This design comes from an exercise in tuning for small area, a short achievable clock period and few clock cycles per item on the open sky130 flow, not from production work. No activity file was given, so power comes from the tool's default toggle rates.

Design top, start of the top module:
module top(clk, rst, start, i, socin1, socin2, socin3, socin4,
           socout1, socout2, socout3, socout4, outReady);
For scale: ~2,300 cells after synthesis, roughly 220 flip-flops, roughly 13 I/O pins, roughly 19,000 µm² of cells after synthesis.
==> module top, before the edit <==
module top(clk, rst, start, i, socin1, socin2, socin3, socin4,
           socout1, socout2, socout3, socout4, outReady);
  input clk, rst, start, i;
  input socin1, socin2, socin3, socin4;
  output socout1, socout2, socout3, socout4;
  output reg outReady;
  reg [5:0] cnt;            
  reg [3:0] rc;             
  reg       colf;           
  reg [12:0] c;             
  reg [9:0]  tpos_lo;       
  reg [1:0]  tpos_hi;
  reg [1:0]  tcar;
  reg [12:0] tneg;          
  reg sh_c, sh_s, tpos_acc, tpos_fin, jcalc, r_it, r_init, t_last;
  reg m_s, m_n, m_p, horner, out_sh;
  wire [12:0] c_n  = sh_c ? {i, c[12:1]} : c;
  wire        ng   = c[12];
  wire        ng_n = c_n[12];
  wire [9:0] sv1, sv2, sv3, sv4;      
  wire q1, q2, q3, q4;                
  wire o1, o2, o3, o4;                
  wire [9:0] all_m;
  genvar m;
  generate for (m = 0; m < 10; m = m + 1) begin : th
    assign all_m[m] = (sv1 < 10'd2 || sv1 > (10'd1 << m)) &&
                      (sv2 < 10'd2 || sv2 > (10'd1 << m)) &&
                      (sv3 < 10'd2 || sv3 > (10'd1 << m)) &&
                      (sv4 < 10'd2 || sv4 > (10'd1 << m));
  end endgenerate
  wire [3:0] jn = all_m[1] + all_m[2] + all_m[3] + all_m[4] + all_m[5] +
                  all_m[6] + all_m[7] + all_m[8] + all_m[9];
  wire [9:0] r0 = all_m & ~{1'b0, all_m[9:1]};    
  wire in_rec = (cnt >= 6'd13) & (cnt <= 6'd15);
  wire init   = (cnt == 6'd15) & (!ng | ((rc == 4'd0) & !colf));
  wire itf    = in_rec & (rc != 4'd0) & !init;
  wire [5:0] cnt_n = rst ? 6'd0 :
                     (cnt == 6'd0) ? {5'd0, start} :
                     (cnt == 6'd15) ? (init ? 6'd24 : 6'd15) :
                     (cnt == 6'd48) ? 6'd0 : cnt + 6'd1;
  wire [3:0] rc_n = jcalc ? 4'd10 - jn : rc - {3'd0, itf};
  wire colf_n = itf;
  wire in_rec_n = (cnt_n >= 6'd13) & (cnt_n <= 6'd15);
  wire init_n   = (cnt_n == 6'd15) & (!ng_n | ((rc_n == 4'd0) & !colf_n));
  wire itf_n    = in_rec_n & (rc_n != 4'd0) & !init_n;
  always @(posedge clk) begin
    cnt      <= cnt_n;
    rc       <= rc_n;
    colf     <= colf_n;
    sh_c     <= (cnt_n >= 6'd2)  & (cnt_n <= 6'd14);
    sh_s     <= (cnt_n >= 6'd2)  & (cnt_n <= 6'd11);
    tpos_acc <= (cnt_n >= 6'd3)  & (cnt_n <= 6'd12);
    tpos_fin <= (cnt_n == 6'd12);
    jcalc    <= (cnt_n == 6'd12);
    r_it     <= itf_n | ((cnt_n >= 6'd24) & (cnt_n <= 6'd34));
    r_init   <= init_n;
    t_last   <= colf_n & !itf_n;
    m_s      <= itf_n;
    m_n      <= ng_n & (cnt_n >= 6'd15) & !itf_n;
    m_p      <= !ng_n & (cnt_n >= 6'd15);
    horner   <= (cnt_n >= 6'd24) & (cnt_n <= 6'd35);
    out_sh   <= (cnt_n >= 6'd36) & (cnt_n <= 6'd47);
    outReady <= (cnt_n >= 6'd36) & (cnt_n <= 6'd47);
  end
  always @(posedge clk) c <= c_n;
  wire [2:0] ssum = sv1[9] + sv2[9] + sv3[9] + sv4[9] + tcar;
  always @(posedge clk) begin
    if (sh_c & !tpos_acc) tcar <= 2'd0;
    else if (tpos_acc) begin
      tcar <= ssum[2:1];
      tpos_lo <= {ssum[0], tpos_lo[9:1]};
      if (tpos_fin) tpos_hi <= ssum[2:1];
    end
  end
  wire [2:0] pc  = q1 + q2 + q3 + q4;
  wire [2:0] pco = o1 + o2 + o3 + o4;
  always @(posedge clk) begin
    if (jcalc) tneg <= 13'd0;
    else if (colf) tneg <= {tneg[11:0], 1'b0} + pc + (t_last ? {pco, 10'd0} : 13'd0);
  end
  wire [12:0] T = ({13{m_n}} & tneg) | ({13{m_p}} & {1'b0, tpos_hi, tpos_lo});
  UNIT u1(clk, socin1, sh_s, jcalc, r0, r_it, r_init, colf, m_s, horner, out_sh, ng, c, T, sv1, q1, o1, socout1);
  UNIT u2(clk, socin2, sh_s, jcalc, r0, r_it, r_init, colf, m_s, horner, out_sh, ng, c, T, sv2, q2, o2, socout2);
  UNIT u3(clk, socin3, sh_s, jcalc, r0, r_it, r_init, colf, m_s, horner, out_sh, ng, c, T, sv3, q3, o3, socout3);
  UNIT u4(clk, socin4, sh_s, jcalc, r0, r_it, r_init, colf, m_s, horner, out_sh, ng, c, T, sv4, q4, o4, socout4);
endmodule
==> module UNIT, before the edit <==
module UNIT(clk, sin, sh_s, jcalc, r0, r_it, r_init, qcol, m_s, horner, out_sh, ng, c, T,
            s, qr, one, out);
  input clk, sin, sh_s, jcalc, r_it, r_init, qcol, m_s, horner, out_sh, ng;
  input [9:0] r0;
  input [12:0] c;
  input [12:0] T;
  output [9:0] s;
  output qr, one, out;
  reg [24:0] S;             
  reg [13:0] R;             
  assign s = S[24:15];
  wire   nz = |s;
  assign one = (s == 10'd1);
  assign out = S[11];
  wire q  = !R[13];                   
  assign qr = q & nz & !one;
  wire [12:0] M   = m_s ? {3'b000, s} : T;
  wire [10:0] w   = ng ? {one, S[9:0]} : {1'b0, s};
  wire [13:0] X   = r_init ? {3'b000, w} : {R[12:0], 1'b0};
  wire        sub = r_init | q;
  wire [14:0] Rs  = {X, 1'b1} + {{1'b0, M} ^ {14{sub}}, sub};    
  wire [13:0] Rn  = Rs[14:1];
  always @(posedge clk) begin
    if (jcalc) R <= {4'd0, r0};
    else if (r_it | r_init) R <= Rn;
  end
  wire [24:0] H = {S[23:0], 1'b0} + (q ? {{12{c[12]}}, c} : 25'd0);
  always @(posedge clk) begin
    if (sh_s) S[24:15] <= {sin, S[24:16]};
    else if (r_init) S <= 25'd0;
    else if (jcalc) S[9:0] <= 10'd0;
    else if (qcol) S[9:0] <= {S[8:0], qr};
    else if (horner) S <= H;
    else if (out_sh) S <= {S[24], S[24:1]};
  end
endmodule
Settings: LEC_CHECK=0, CAP_MARGIN=20, CORE_MARGIN=2, CORE_UTILIZATION=40, PLACE_DENSITY=0.6, SETUP_SLACK_MARGIN=2.6, SLEW_MARGIN=20; clock period 5.0 ns.
run.sh (not shown) runs the stock make flow with config.mk's settings and CLKGATE_MAP_FILE= SYNTH_SCRIPT=/design/flow/synth_recipe.tcl, a recipe that flattens the netlist after the stock synthesis.
The starting point produced a clean layout.
Next try:
--- a/flow/design.v
+++ b/flow/design.v
@@ -4,9 +4,9 @@
   input socin1, socin2, socin3, socin4;
   output socout1, socout2, socout3, socout4;
   output reg outReady;
   reg [5:0] cnt;            
-  reg [3:0] rc;             
+  reg [9:0] rt;             
   reg       colf;           
   reg [12:0] c;             
   reg [9:0]  tpos_lo;       
   reg [1:0]  tpos_hi;
@@ -19,35 +19,49 @@
   wire        ng_n = c_n[12];
   wire [9:0] sv1, sv2, sv3, sv4;      
   wire q1, q2, q3, q4;                
   wire o1, o2, o3, o4;                
-  wire [9:0] all_m;
+  wire [9:0] all_m, g1, g2, g3, g4;
   genvar m;
   generate for (m = 0; m < 10; m = m + 1) begin : th
-    assign all_m[m] = (sv1 < 10'd2 || sv1 > (10'd1 << m)) &&
-                      (sv2 < 10'd2 || sv2 > (10'd1 << m)) &&
-                      (sv3 < 10'd2 || sv3 > (10'd1 << m)) &&
-                      (sv4 < 10'd2 || sv4 > (10'd1 << m));
+    if (m == 0) begin : m0
+      assign g1[0] = |sv1[9:1]; assign g2[0] = |sv2[9:1];
+      assign g3[0] = |sv3[9:1]; assign g4[0] = |sv4[9:1];
+    end else if (m == 9) begin : m9
+      assign g1[9] = sv1[9] & |sv1[8:0]; assign g2[9] = sv2[9] & |sv2[8:0];
+      assign g3[9] = sv3[9] & |sv3[8:0]; assign g4[9] = sv4[9] & |sv4[8:0];
+    end else begin : mm
+      assign g1[m] = |sv1[9:m+1] | (sv1[m] & |sv1[m-1:0]);
+      assign g2[m] = |sv2[9:m+1] | (sv2[m] & |sv2[m-1:0]);
+      assign g3[m] = |sv3[9:m+1] | (sv3[m] & |sv3[m-1:0]);
+      assign g4[m] = |sv4[9:m+1] | (sv4[m] & |sv4[m-1:0]);
+    end
+    assign all_m[m] = (g1[m] | !g1[0]) & (g2[m] | !g2[0]) & (g3[m] | !g3[0]) & (g4[m] | !g4[0]);
   end endgenerate
-  wire [3:0] jn = all_m[1] + all_m[2] + all_m[3] + all_m[4] + all_m[5] +
-                  all_m[6] + all_m[7] + all_m[8] + all_m[9];
   wire [9:0] r0 = all_m & ~{1'b0, all_m[9:1]};    
   wire in_rec = (cnt >= 6'd13) & (cnt <= 6'd15);
-  wire init   = (cnt == 6'd15) & (!ng | ((rc == 4'd0) & !colf));
-  wire itf    = in_rec & (rc != 4'd0) & !init;
-  wire [5:0] cnt_n = rst ? 6'd0 :
-                     (cnt == 6'd0) ? {5'd0, start} :
+  wire init   = (cnt == 6'd15) & (!ng | ((rt == 10'd0) & !colf));
+  wire itf    = in_rec & (rt != 10'd0) & !init;
+  wire [5:0] cnt_n = (cnt == 6'd0) ? {5'd0, start} :
                      (cnt == 6'd15) ? (init ? 6'd24 : 6'd15) :
                      (cnt == 6'd48) ? 6'd0 : cnt + 6'd1;
-  wire [3:0] rc_n = jcalc ? 4'd10 - jn : rc - {3'd0, itf};
+  wire [9:0] rt_n = jcalc ? {1'b1, ~all_m[9:1]} : itf ? {rt[8:0], 1'b0} : rt;
   wire colf_n = itf;
   wire in_rec_n = (cnt_n >= 6'd13) & (cnt_n <= 6'd15);
-  wire init_n   = (cnt_n == 6'd15) & (!ng_n | ((rc_n == 4'd0) & !colf_n));
-  wire itf_n    = in_rec_n & (rc_n != 4'd0) & !init_n;
+  wire rcnz_n   = jcalc | (itf ? |rt[8:0] : |rt);
+  wire init_n   = (cnt_n == 6'd15) & (!ng_n | (!rcnz_n & !colf_n));
+  wire itf_n    = in_rec_n & rcnz_n & !init_n;
   always @(posedge clk) begin
+    rt       <= rt_n;
+    colf     <= colf_n;
+  end
+  always @(posedge clk) begin
+    if (rst) begin
+      cnt <= 6'd0;
+      {sh_c, sh_s, tpos_acc, tpos_fin, jcalc, r_it, r_init, t_last} <= 8'd0;
+      {m_s, m_n, m_p, horner, out_sh, outReady} <= 6'd0;
+    end else begin
     cnt      <= cnt_n;
-    rc       <= rc_n;
-    colf     <= colf_n;
     sh_c     <= (cnt_n >= 6'd2)  & (cnt_n <= 6'd14);
     sh_s     <= (cnt_n >= 6'd2)  & (cnt_n <= 6'd11);
     tpos_acc <= (cnt_n >= 6'd3)  & (cnt_n <= 6'd12);
     tpos_fin <= (cnt_n == 6'd12);
@@ -60,8 +74,9 @@
     m_p      <= !ng_n & (cnt_n >= 6'd15);
     horner   <= (cnt_n >= 6'd24) & (cnt_n <= 6'd35);
     out_sh   <= (cnt_n >= 6'd36) & (cnt_n <= 6'd47);
     outReady <= (cnt_n >= 6'd36) & (cnt_n <= 6'd47);
+    end
   end
   always @(posedge clk) c <= c_n;
   wire [2:0] ssum = sv1[9] + sv2[9] + sv3[9] + sv4[9] + tcar;
   always @(posedge clk) begin
@@ -105,12 +120,9 @@
   wire [13:0] X   = r_init ? {3'b000, w} : {R[12:0], 1'b0};
   wire        sub = r_init | q;
   wire [14:0] Rs  = {X, 1'b1} + {{1'b0, M} ^ {14{sub}}, sub};    
   wire [13:0] Rn  = Rs[14:1];
-  always @(posedge clk) begin
-    if (jcalc) R <= {4'd0, r0};
-    else if (r_it | r_init) R <= Rn;
-  end
+  always @(posedge clk) R <= jcalc ? {4'd0, r0} : Rn;
   wire [24:0] H = {S[23:0], 1'b0} + (q ? {{12{c[12]}}, c} : 25'd0);
   always @(posedge clk) begin
     if (sh_s) S[24:15] <= {sin, S[24:16]};
     else if (r_init) S <= 25'd0;
The new run completed with no timing, DRC or antenna violations.
Via count goes up by 5.7%.
Area after synthesis is higher by 0.53%.
Die area rises by about 0.5%.
Worst hold slack improves by 0.039 ns.
Register-to-register slack improved by 1.5 ns.
Non-clock buffer count came out higher by 12.
No functional check of the RTL was part of any run of this note.

---

The RTL this note starts from:
==> flow/design.v <==
module top(clk, rst, start, i, socin1, socin2, socin3, socin4,
           socout1, socout2, socout3, socout4, outReady);
  input clk, rst, start, i;
  input socin1, socin2, socin3, socin4;
  output socout1, socout2, socout3, socout4;
  output reg outReady;
  reg [5:0] cnt;            
  reg [12:0] c;             
  reg [9:0]  tpos_lo;       
  reg [1:0]  tpos_hi;
  reg [1:0]  tcar;
  reg [12:0] tneg;          
  reg sh_c, sh_s, tpos_acc, tpos_fin, r_pre, r_it, r_init, qcol, t_init, t_acc;
  reg m_s, m_n, m_p, p_clr, horner, out_sh;
  wire [12:0] c_n  = sh_c ? {i, c[12:1]} : c;
  wire        ng   = c[12];
  wire        ng_n = c_n[12];
  wire [5:0] cnt_n = rst ? 6'd0 :
                     (cnt == 6'd0) ? {5'd0, start} :
                     (cnt == 6'd15 && !ng) ? 6'd24 :
                     (cnt == 6'd48) ? 6'd0 : cnt + 6'd1;
  wire pos15_n = (cnt_n == 6'd15) & !ng_n;
  always @(posedge clk) begin
    cnt      <= cnt_n;
    sh_c     <= (cnt_n >= 6'd2)  & (cnt_n <= 6'd14);
    sh_s     <= (cnt_n >= 6'd2)  & (cnt_n <= 6'd11);
    tpos_acc <= (cnt_n >= 6'd3)  & (cnt_n <= 6'd12);
    tpos_fin <= (cnt_n == 6'd12);
    r_pre    <= (cnt_n >= 6'd1)  & (cnt_n <= 6'd11);
    r_it     <= (((cnt_n >= 6'd12) & (cnt_n <= 6'd21)) & !pos15_n) |
                ((cnt_n >= 6'd24) & (cnt_n <= 6'd34));
    r_init   <= pos15_n | (cnt_n == 6'd23);
    qcol     <= (cnt_n >= 6'd13) & (cnt_n <= 6'd22);
    t_init   <= (cnt_n == 6'd12);
    t_acc    <= (cnt_n >= 6'd13) & (cnt_n <= 6'd22);
    m_s      <= (cnt_n >= 6'd12) & (cnt_n <= 6'd22) & !pos15_n;
    m_n      <= ng_n & (cnt_n >= 6'd23);
    m_p      <= !ng_n & (cnt_n >= 6'd15);
    p_clr    <= pos15_n | (cnt_n == 6'd23);
    horner   <= (cnt_n >= 6'd24) & (cnt_n <= 6'd35);
    out_sh   <= (cnt_n >= 6'd36) & (cnt_n <= 6'd47);
    outReady <= (cnt_n >= 6'd36) & (cnt_n <= 6'd47);
  end
  always @(posedge clk) c <= c_n;
  wire s24_1, s24_2, s24_3, s24_4;    
  wire q1, q2, q3, q4;                
  wire o1, o2, o3, o4;                
  wire [2:0] ssum = s24_1 + s24_2 + s24_3 + s24_4 + tcar;
  always @(posedge clk) begin
    if (r_pre & !tpos_acc) tcar <= 2'd0;
    else if (tpos_acc) begin
      tcar <= ssum[2:1];
      tpos_lo <= {ssum[0], tpos_lo[9:1]};
      if (tpos_fin) tpos_hi <= ssum[2:1];
    end
  end
  wire [2:0] pc  = q1 + q2 + q3 + q4;
  wire [2:0] pco = o1 + o2 + o3 + o4;
  always @(posedge clk) begin
    if (t_init) tneg <= {10'd0, pco};
    else if (t_acc) tneg <= {tneg[11:0], 1'b0} + pc;
  end
  wire [12:0] T = ({13{m_n}} & tneg) | ({13{m_p}} & {1'b0, tpos_hi, tpos_lo});
  UNIT u1(clk, socin1, sh_s, r_pre, r_it, r_init, qcol, m_s, p_clr, horner, out_sh, ng, c, T, s24_1, q1, o1, socout1);
  UNIT u2(clk, socin2, sh_s, r_pre, r_it, r_init, qcol, m_s, p_clr, horner, out_sh, ng, c, T, s24_2, q2, o2, socout2);
  UNIT u3(clk, socin3, sh_s, r_pre, r_it, r_init, qcol, m_s, p_clr, horner, out_sh, ng, c, T, s24_3, q3, o3, socout3);
  UNIT u4(clk, socin4, sh_s, r_pre, r_it, r_init, qcol, m_s, p_clr, horner, out_sh, ng, c, T, s24_4, q4, o4, socout4);
endmodule
module UNIT(clk, sin, sh_s, r_pre, r_it, r_init, qcol, m_s, p_clr, horner, out_sh, ng, c, T,
            s24, qr, one, out);
  input clk, sin, sh_s, r_pre, r_it, r_init, qcol, m_s, p_clr, horner, out_sh, ng;
  input [12:0] c;
  input [12:0] T;
  output s24, qr, one, out;
  reg [24:0] S;             
  reg [13:0] R;             
  wire [9:0] s  = S[24:15];
  wire       nz = |s;
  assign one = (s == 10'd1);
  assign s24 = S[24];
  assign out = S[11];
  wire q  = !R[13];                   
  assign qr = q & nz & !one;
  wire [12:0] M   = m_s ? {3'b000, s} : T;
  wire [10:0] w   = ng ? {one, S[9:0]} : {1'b0, s};
  wire [13:0] X   = r_init ? {3'b000, w} : {R[12:0], 1'b0};
  wire        sub = r_init | q;
  wire [13:0] Rn  = X + ({1'b0, M} ^ {14{sub}}) + sub;
  always @(posedge clk) begin
    if (r_pre) R <= 14'd1;
    else if (r_it | r_init) R <= Rn;
  end
  wire [13:0] lo = {1'b0, S[11:0], 1'b0} + (q ? {1'b0, c} : 14'd0);
  wire        sc = q & c[12];
  wire [11:0] hi = S[23:12] + {{11{sc & !lo[13]}}, sc ^ lo[13]};
  always @(posedge clk) begin
    if (sh_s) S[24:15] <= {sin, S[24:16]};
    else if (p_clr) S <= 25'd0;
    else if (qcol) S[9:0] <= {S[8:0], qr};
    else if (horner) S <= {hi, lo[12:0]};
    else if (out_sh) S <= {S[24], S[24:1]};
  end
endmodule
==> flow/config.mk <==
export PLATFORM = sky130hd
export DESIGN_NAME = top
export DESIGN_NICKNAME = top
export VERILOG_FILES = /design/flow/design.v
export SDC_FILE = /design/flow/constraint.sdc
export NUM_CORES = 4
export LEC_CHECK = 0
export CAP_MARGIN = 20
export CORE_MARGIN = 2
export CORE_UTILIZATION = 40
export PLACE_DENSITY = 0.6
export SETUP_SLACK_MARGIN = 2.4
export SLEW_MARGIN = 20
==> flow/constraint.sdc <==
create_clock -name core_clock -period 5.0 [get_ports {clk}]
set_input_delay 1.0000 -clock core_clock [delete_from_list [all_inputs] [get_ports {clk}]]
set_output_delay 1.0000 -clock core_clock [all_outputs]
set_load 0.01 [all_outputs]
The starting point reached the layout checks and failed them: negative setup slack.
Rerun with:
--- a/flow/design.v
+++ b/flow/design.v
@@ -91,12 +91,10 @@
     else if (r_it | r_init) R <= Rn;
   end
-  wire [13:0] lo = {1'b0, S[11:0], 1'b0} + (q ? {1'b0, c} : 14'd0);
-  wire        sc = q & c[12];
-  wire [11:0] hi = S[23:12] + {{11{sc & !lo[13]}}, sc ^ lo[13]};
+  wire [24:0] H = {S[23:0], 1'b0} + (q ? {{12{c[12]}}, c} : 25'd0);
   always @(posedge clk) begin
     if (sh_s) S[24:15] <= {sin, S[24:16]};
     else if (p_clr) S <= 25'd0;
     else if (qcol) S[9:0] <= {S[8:0], qr};
-    else if (horner) S <= {hi, lo[12:0]};
+    else if (horner) S <= H;
     else if (out_sh) S <= {S[24], S[24:1]};
   end
- The changed run finished with timing, DRC and antenna clean
- setup slack is better by 1700 ps
- final area went down by about 1.5%
- area after synthesis went up by 6.1%
- power went down by 23%
- non-clock buffer count went down by 136
- sequential share of layout area went up by 0.40 points
- sequential power stays flat
- utilization went down by 4.7 points
No run of this note included a check of the RTL's function; only the layout flow was run.

[what the ideal ports hide]
How much do the figures lean on ideal ports? The routed layouts below were timed once more, with nothing changed but the port constraints.
Step 1: set_driving_cell puts a clkbuf_16 on clk and a buf_2 on each other input, an assumption about the parent block.
Step 2 moves the port delays by t, midway between the first and last clock arrival at a register: inputs arrive t later, outputs are due t later. That takes back most of the time a late clock gives input paths.
Slacks: ideal / step 1 / step 2; pairs: ideal / step 1.
| run | shift t [ns] | slack for setup (ns) | worst hold slack (ns) | clock arrival spread, ns |
|---|---|---|---|---|
| the first run of note 1 | 0.633 | 0.063 / 0.063 / 0.063 | 0.445 / 0.445 / 0.445 | 0.018 / 0.019 |
| the second run of note 1 | 0.644 | 1.585 / 1.585 / 1.585 | 0.483 / 0.483 / 0.483 | 0.020 / 0.020 |
| the first run of note 2 | 0.609 | -0.081 / -0.081 / -0.081 | 0.452 / 0.452 / 0.452 | 0.024 / 0.023 |
| the second run of note 2 | 0.639 | 1.639 / 1.639 / 1.639 | 0.449 / 0.449 / 0.449 | 0.030 / 0.030 |
